From an optimization exercise on the open Yosys and OpenROAD flow, aimed at a short achievable clock period and few clock cycles; shortcuts taken in it are not production practice.
The RTL was checked by simulation tests, not by an equivalence proof against the original design.
No activity file was given, so power comes from the tool's default toggle rates.

==> design.v <==
module cpu (rst, clk, addr, instruction,
            dmem_addr, dmem_wdata, dmem_write, dmem_read, dmem_readdata);
  input rst, clk;
  output reg [31:0] addr;
  input  [31:0] instruction;
  output [31:0] dmem_addr;
  output [31:0] dmem_wdata;
  output dmem_write, dmem_read;
  input  [31:0] dmem_readdata;
  reg [31:0] rf [1:31];
  reg        d_v;
  reg [31:0] d_ir;
  reg [31:0] d_pc;
  reg [31:0] e_a, e_b, e_st;
  reg        e_fa, e_fb, e_fs;
  reg        e_add, e_sub, e_and, e_or, e_sltu;
  reg        e_beq, e_pt;
  reg [31:0] e_alt;
  reg [4:0]  e_dst;
  reg        e_we, e_rd, e_wr;
  reg [31:0] m_res, m_st;
  reg        m_we, m_rd, m_wr;
  reg [4:0]  m_dst;
  assign dmem_addr  = m_res;
  assign dmem_wdata = m_st;
  assign dmem_write = m_we;
  assign dmem_read  = m_rd;
  wire [31:0] m_wdata = m_rd ? dmem_readdata : m_res;
  wire [31:0] ea = e_fa ? m_res : e_a;
  wire [31:0] eb = e_fb ? m_res : e_b;
  wire [31:0] es = e_fs ? m_res : e_st;
  wire [31:0] e_sum = ea + eb;
  wire [32:0] e_dif = {1'b0, ea} - {1'b0, eb};
  wire [31:0] e_res = ({32{e_add}}  & e_sum)
                    | ({32{e_sub}}  & e_dif[31:0])
                    | ({32{e_and}}  & (ea & eb))
                    | ({32{e_or}}   & (ea | eb))
                    | {31'd0, e_sltu & e_dif[32]};
  wire e_eq = (ea == eb);
  wire e_mis = e_beq & (e_eq ^ e_pt);
  wire [5:0]  d_op  = d_ir[31:26];
  wire [4:0]  d_rs  = d_ir[25:21];
  wire [4:0]  d_rt  = d_ir[20:16];
  wire [4:0]  d_rdf = d_ir[15:11];
  wire [5:0]  d_fn  = d_ir[5:0];
  wire [31:0] d_imm = {{16{d_ir[15]}}, d_ir[15:0]};
  wire d_isR    = (d_op == 6'h00);
  wire d_isAddi = (d_op == 6'h08);
  wire d_isLw   = (d_op == 6'h23);
  wire d_isSw   = (d_op == 6'h2b);
  wire d_isBeq  = (d_op == 6'h04);
  wire d_isJal  = (d_op == 6'h03);
  wire d_useRs = d_isR | d_isAddi | d_isLw | d_isSw | d_isBeq;
  wire d_useRt = d_isR | d_isSw | d_isBeq;
  wire [31:0] rf_rs = (d_rs == 5'd0) ? 32'd0 : rf[d_rs];
  wire [31:0] rf_rt = (d_rt == 5'd0) ? 32'd0 : rf[d_rt];
  wire [31:0] d_rsv = (m_wr && m_dst == d_rs) ? m_wdata : rf_rs;
  wire [31:0] d_rtv = (m_wr && m_dst == d_rt) ? m_wdata : rf_rt;
  wire d_fwa = e_wr && (e_dst == d_rs);
  wire d_fwt = e_wr && (e_dst == d_rt);
  wire d_stall = d_v && e_rd && e_wr &&
                 ((d_useRs && e_dst == d_rs) || (d_useRt && e_dst == d_rt));
  wire [31:0] d_pc4 = d_pc + 32'd4;
  wire [31:0] d_tgt = d_pc4 + {d_imm[29:0], 2'b00};
  wire d_pt = d_isBeq && ((d_rs == d_rt) || d_ir[15]);
  wire d_redir = d_v && d_pt && !d_stall;
  wire [4:0] d_dst = d_isR ? d_rdf : d_isJal ? 5'd31 : d_rt;
  wire d_wr = (d_isR | d_isAddi | d_isLw | d_isJal) && (d_dst != 5'd0);
  wire [31:0] f_pc4 = addr + 32'd4;
  wire f_j = (instruction[31:27] == 5'b00001);
  wire [31:0] f_jt = {f_pc4[31:28], instruction[25:0], 2'b00};
  always @(posedge clk) begin
    if (rst)
      addr <= 32'd0;
    else if (e_mis)
      addr <= e_alt;
    else if (d_stall)
      addr <= addr;
    else if (d_redir)
      addr <= d_tgt;
    else if (f_j)
      addr <= f_jt;
    else
      addr <= f_pc4;
  end
  always @(posedge clk) begin
    if (rst || e_mis || d_redir)
      d_v <= 1'b0;
    else if (!d_stall)
      d_v <= 1'b1;
    if (!d_stall) begin
      d_ir <= instruction;
      d_pc <= addr;
    end
  end
  wire d_go = d_v && !d_stall && !e_mis;
  always @(posedge clk) begin
    e_a   <= d_isJal ? 32'd0 : d_rsv;
    e_fa  <= d_fwa && !d_isJal;
    e_b   <= d_isJal ? d_pc4 : (d_isR || d_isBeq) ? d_rtv : d_imm;
    e_fb  <= d_fwt && (d_isR || d_isBeq);
    e_st  <= d_rtv;
    e_fs  <= d_fwt;
    e_add <= d_isAddi | d_isLw | d_isSw | d_isJal | (d_isR && d_fn == 6'h20);
    e_sub <= d_isR && d_fn == 6'h22;
    e_and <= d_isR && d_fn == 6'h24;
    e_or  <= d_isR && d_fn == 6'h25;
    e_sltu <= d_isR && d_fn == 6'h2b;
    e_pt  <= d_pt;
    e_alt <= d_pt ? d_pc4 : d_tgt;
    e_dst <= d_dst;
    if (rst || !d_go) begin
      e_beq <= 1'b0;
      e_we  <= 1'b0;
      e_rd  <= 1'b0;
      e_wr  <= 1'b0;
    end else begin
      e_beq <= d_isBeq;
      e_we  <= d_isSw;
      e_rd  <= d_isLw;
      e_wr  <= d_wr;
    end
  end
  always @(posedge clk) begin
    m_res <= e_res;
    m_st  <= es;
    m_dst <= e_dst;
    if (rst) begin
      m_we <= 1'b0;
      m_rd <= 1'b0;
      m_wr <= 1'b0;
    end else begin
      m_we <= e_we;
      m_rd <= e_rd;
      m_wr <= e_wr;
    end
  end
  integer i;
  always @(posedge clk) begin
    if (rst) begin
      for (i = 1; i < 32; i = i + 1)
        rf[i] <= i;
    end else if (m_wr) begin
      rf[m_dst] <= m_wdata;
    end
  end
endmodule
==> run.sh <==
#!/bin/bash
# synth_recipe.tcl (not shown) runs the flow's synth.tcl, then flattens the netlist and writes it again
# the make line also repeats each setting of config.mk as NAME=value (left out here)
make -C /OpenROAD-flow-scripts/flow DESIGN_CONFIG=/design/flow/config.mk WORK_HOME=/design/flow/orfs CLKGATE_MAP_FILE= SYNTH_SCRIPT=/design/flow/synth_recipe.tcl finish
==> config.mk <==
export PLATFORM = sky130hd
export DESIGN_NAME = cpu
export DESIGN_NICKNAME = cpu
export VERILOG_FILES = /design/flow/design.v
export SDC_FILE = /design/flow/constraint.sdc
export NUM_CORES = 4
export LEC_CHECK = 0
export ABC_CLOCK_PERIOD_IN_PS = 2500
export CAP_MARGIN = 20
export CORE_MARGIN = 2
export CORE_UTILIZATION = 40
export SETUP_SLACK_MARGIN = 5
export SLEW_MARGIN = 20
==> constraint.sdc <==
create_clock -name core_clock -period 10.0 [get_ports {clk}]
set_input_delay 2.0000 -clock core_clock [delete_from_list [all_inputs] [get_ports {clk}]]
set_output_delay 2.0000 -clock core_clock [all_outputs]
set_load 0.01 [all_outputs]
==> impl_metrics.ini <==
[clock_network]
clk_latency_ps = 800
clock_sinks = 1349
clkTransAtPathRegs_ps = 60
clockBufferDepth = 3
cts_tree = yes
numCtsBuffers = 152
ctsHoldBuffers = 0
ctsRootBufferMaster = clkbuf_16
h-tree-depth = 4

[job]
max-cap-violations = 0

[setup_path]
crit_type = reg -> reg
path_cells = buf_6 > buf_4 > mux4_2 > mux4_2 > mux2i_1 > o22ai_1 > o211ai_1 > o21ai_0
r2r_slack_ps = 5240
cpMaxStageDelayCell = o211ai_1
crit_fanout = 40
rr_endpoint = e_b[20]$_DFF_P_
critical-path-max-stage-delay_ps = 640
critPathLaunchType = register
crit_required_ps = 10520
critical_path_arrival_ps = 5280
endpoint_kind = register
cpLargestDelayFamily = multiplexers
critical_path.most_common_cell = mux4_2
rr_worst_depth = 8
crit_buf_inv = 2

[cells_and_area]
nNetsFinal = 5647
drive_above_1_share_pct = 20.8
area_growth_pct = 12.7
final_cell_mix = 1167 x nor2_1, 1088 x edfxtp_1, 640 x mux4_2
mostFrequentLayoutCell = nor2_1

[timing]
rsz0062_at_grt = false
clock-skew-final_ps = 34.7
tightest_slew_ps = 1150
finalWorstSetupSlack_ps = 5240
period_needed_ps = 4760
finalSetupTns_ps = 0
hold_violations = 0
fmax_ghz = 0.210
fin_crit_sh_pct = 47.6
setup_violations = 0
max-slew-margin-rel_pct = 23.4
drv_slew = 0

[synth]
synth-seq-cells = 1349
syn_avg_cell_area_um2 = 13.0
synthCells = 5486
synth_area_leaders = edfxtp_1 46%, mux4_2 20%, dfxtp_1 7.3%
async_reset_ff_share_pct = 0
synthesis.nets = 5690
syn_area_mm2 = 0.0712
ys_seq_area_share_pct = 53.2
ys_warn_count = 1
yosysUniqueCellTypes = 85
synth_top_flop_cell = edfxtp_1
yosysTopAreaCellShare_pct = 45.9
yosys.area.top_type = edfxtp_1
synth_edf_count = 1088

[place]
hpwl_um = 159000
port_buffers = 163
place_ws_ps = 4680
gp_congestion = 0.938

[global_routing]
grt_pass1_wl_um = 341000
antenna_found_initial = 6
grt_max_degree = 109
overflow = 0
grt_pass1_vias = 47400
grt_usage_pct = 26.1

[die]
die-width_um = 426
die_y_um = 426
initial_utilization_pct = 40.3
core_area_mm2 = 0.176
ios = 164
num_rows = 154
die_area_mm2 = 0.181

[route]
vias = 48800
firstDrtPassIters = 5
vias_per_cell = 6.17
drc_errors = 0
drt-initial-drc-count = 6083
wire_per_inst_um = 30.3
ant_nets = 0
wl_um = 240000

[power_and_ir_drop]
ir_drop_mv = 0.167
powerDensity_mw_per_mm2 = 178
p_leak_nw = 28.0

[hold_path]
whs_path_depth = 0
holdPathEnd = m_dst[0]$_DFF_P_
hp-start = e_dst[0]$_DFF_P_
min_path_type = reg -> reg

[outcome]
status = complete, no violations
[what timing repair did]
| item | in CTS | in global routing |
|---|---|---|
| buffers inserted | 0 | 0 |
| resized for setup | 0 | 2 |
| endpoints found under the setup margin | 0 | 1 |
[state kept, by name, indices dropped and copies added (netlist names), 5 cells and up, named ones only]
signal  flops
e_b        32
m_st       32
m_res      32
e_dst       5
e_alt      32
addr       32
d_pc       32
rf       1024
d_ir       32
m_dst       5
e_st       32
e_a        32
[metal layers]
layer  track usage, %  vias to the layer above  routed length (um)
li1                 -                    20500                   -
met3             6.86                      403               26300
met2             40.0                     2694              109000
met5                0                        -                  34
met4             10.3                        6               10100
met1             35.5                    25200               93900
[through the flow]
stage	power, mW	util, %	cell area (um^2)	hold slack (ps)	cells
floorplan	7.90	-	71200	370	5486
global placement	8.85	42.7	75400	392	7628
detailed placement	8.88	42.8	75500	391	7629
CTS	14.3	45.5	80200	404	7906
global route	14.7	45.5	80200	411	7906
finish	14.3	45.5	80200	406	7907
[Yosys cell counts, types with 82 or more instances]
cell type,count
a21oi_1,172
buf_1,82
clkbuf_1,368
dfxtp_1,261
edfxtp_1,1088
ha_1,135
inv_1,165
mux2i_1,180
mux4_2,640
nand2_1,299
nor2_1,1169
o21ai_0,101
[worst reg2reg max path, stage by stage, from the launching register on]
cell      delay, ps
dfxtp_4         590
buf_6           570
buf_4           660
mux4_2          600
mux4_2          590
mux2i_1         200
o22ai_1         150
o211ai_1        640
o21ai_0         520
[cells by family (layout without fill, tap and decap cells)]
logic type               count (synthesis)  after routing  share of synthesized area [%]
AO/OA/AOI/OAI                          612            612                           5.73
XOR/XNOR                               109            109                           1.34
adder cells (fa/ha/maj)                138            138                           2.46
buffers and inverters                  655            735                           3.54
flip-flops                            1349           1349                           53.2
multiplexers                           863            863                           23.5
other                                    0              1                              0
AND/OR/NAND/NOR                       1760           1760                           10.2
[power by group]
group	switching (mW)	internal (mW)
combinational	1.39	0.838
sequential	0.269	6.32
clock	2.38	3.10
total	4.05	10.2
[final cells by class]
type / count / area (um^2)
diodes: 1 / 2.50
clock inverters: 79 / 643
inverters: 168 / 631
clock buffers: 198 / 4120
flip-flops and latches: 1349 / 37900
repair buffers: 290 / 2660
well taps: 2340 / 2930
multi-input cells: 3482 / 31300
fillers: 15900 / 96300
[worst max-delay path by stage]
stage,startpoint,endpoint,slack [ps],depth (start not counted)
global placement,rst,rf[31][27]$_SDFFCE_PN0P_,4800,5
floorplan,rst,rf[0][0]$_DFFE_PP_,5500,4
finish,register,e_b[20]$_DFF_P_,5240,8
detailed placement,rst,rf[31][27]$_SDFFCE_PN0P_,4680,5
CTS,register,e_b[20]$_DFF_P_,5070,8
global route,d_pc[4]$_DFFE_PP_,addr[31]$_SDFFE_PP0P_,5020,16
Testbench counts, summed over its fixed seeds: cycles 101,064.

re-timing with driven ports:
The flow's constraints put no driver on any port. The routed layout listed below was extracted and timed again, unchanged, in two steps.
Step 1 sets driving cells, clkbuf_16 on the clock port and buf_2 on the other inputs (assumed; they add their load-dependent delay and slew).
Step 2 also shifts input and output timing later by t, the mid clock arrival at the registers, as if the neighbouring blocks saw the same clock.
Three values: ideal, step 1, step 2; two values: the first two.
t, ns: 0.871
slack for setup (ns): 5.240 / 5.240 / 4.648
hold WS [ns]: 0.406 / 0.406 / 0.406
After both steps this run still meets setup and hold. For this run, drivers alone change the setup slack by 0.000 ns; drivers and shift together by -0.592 ns.
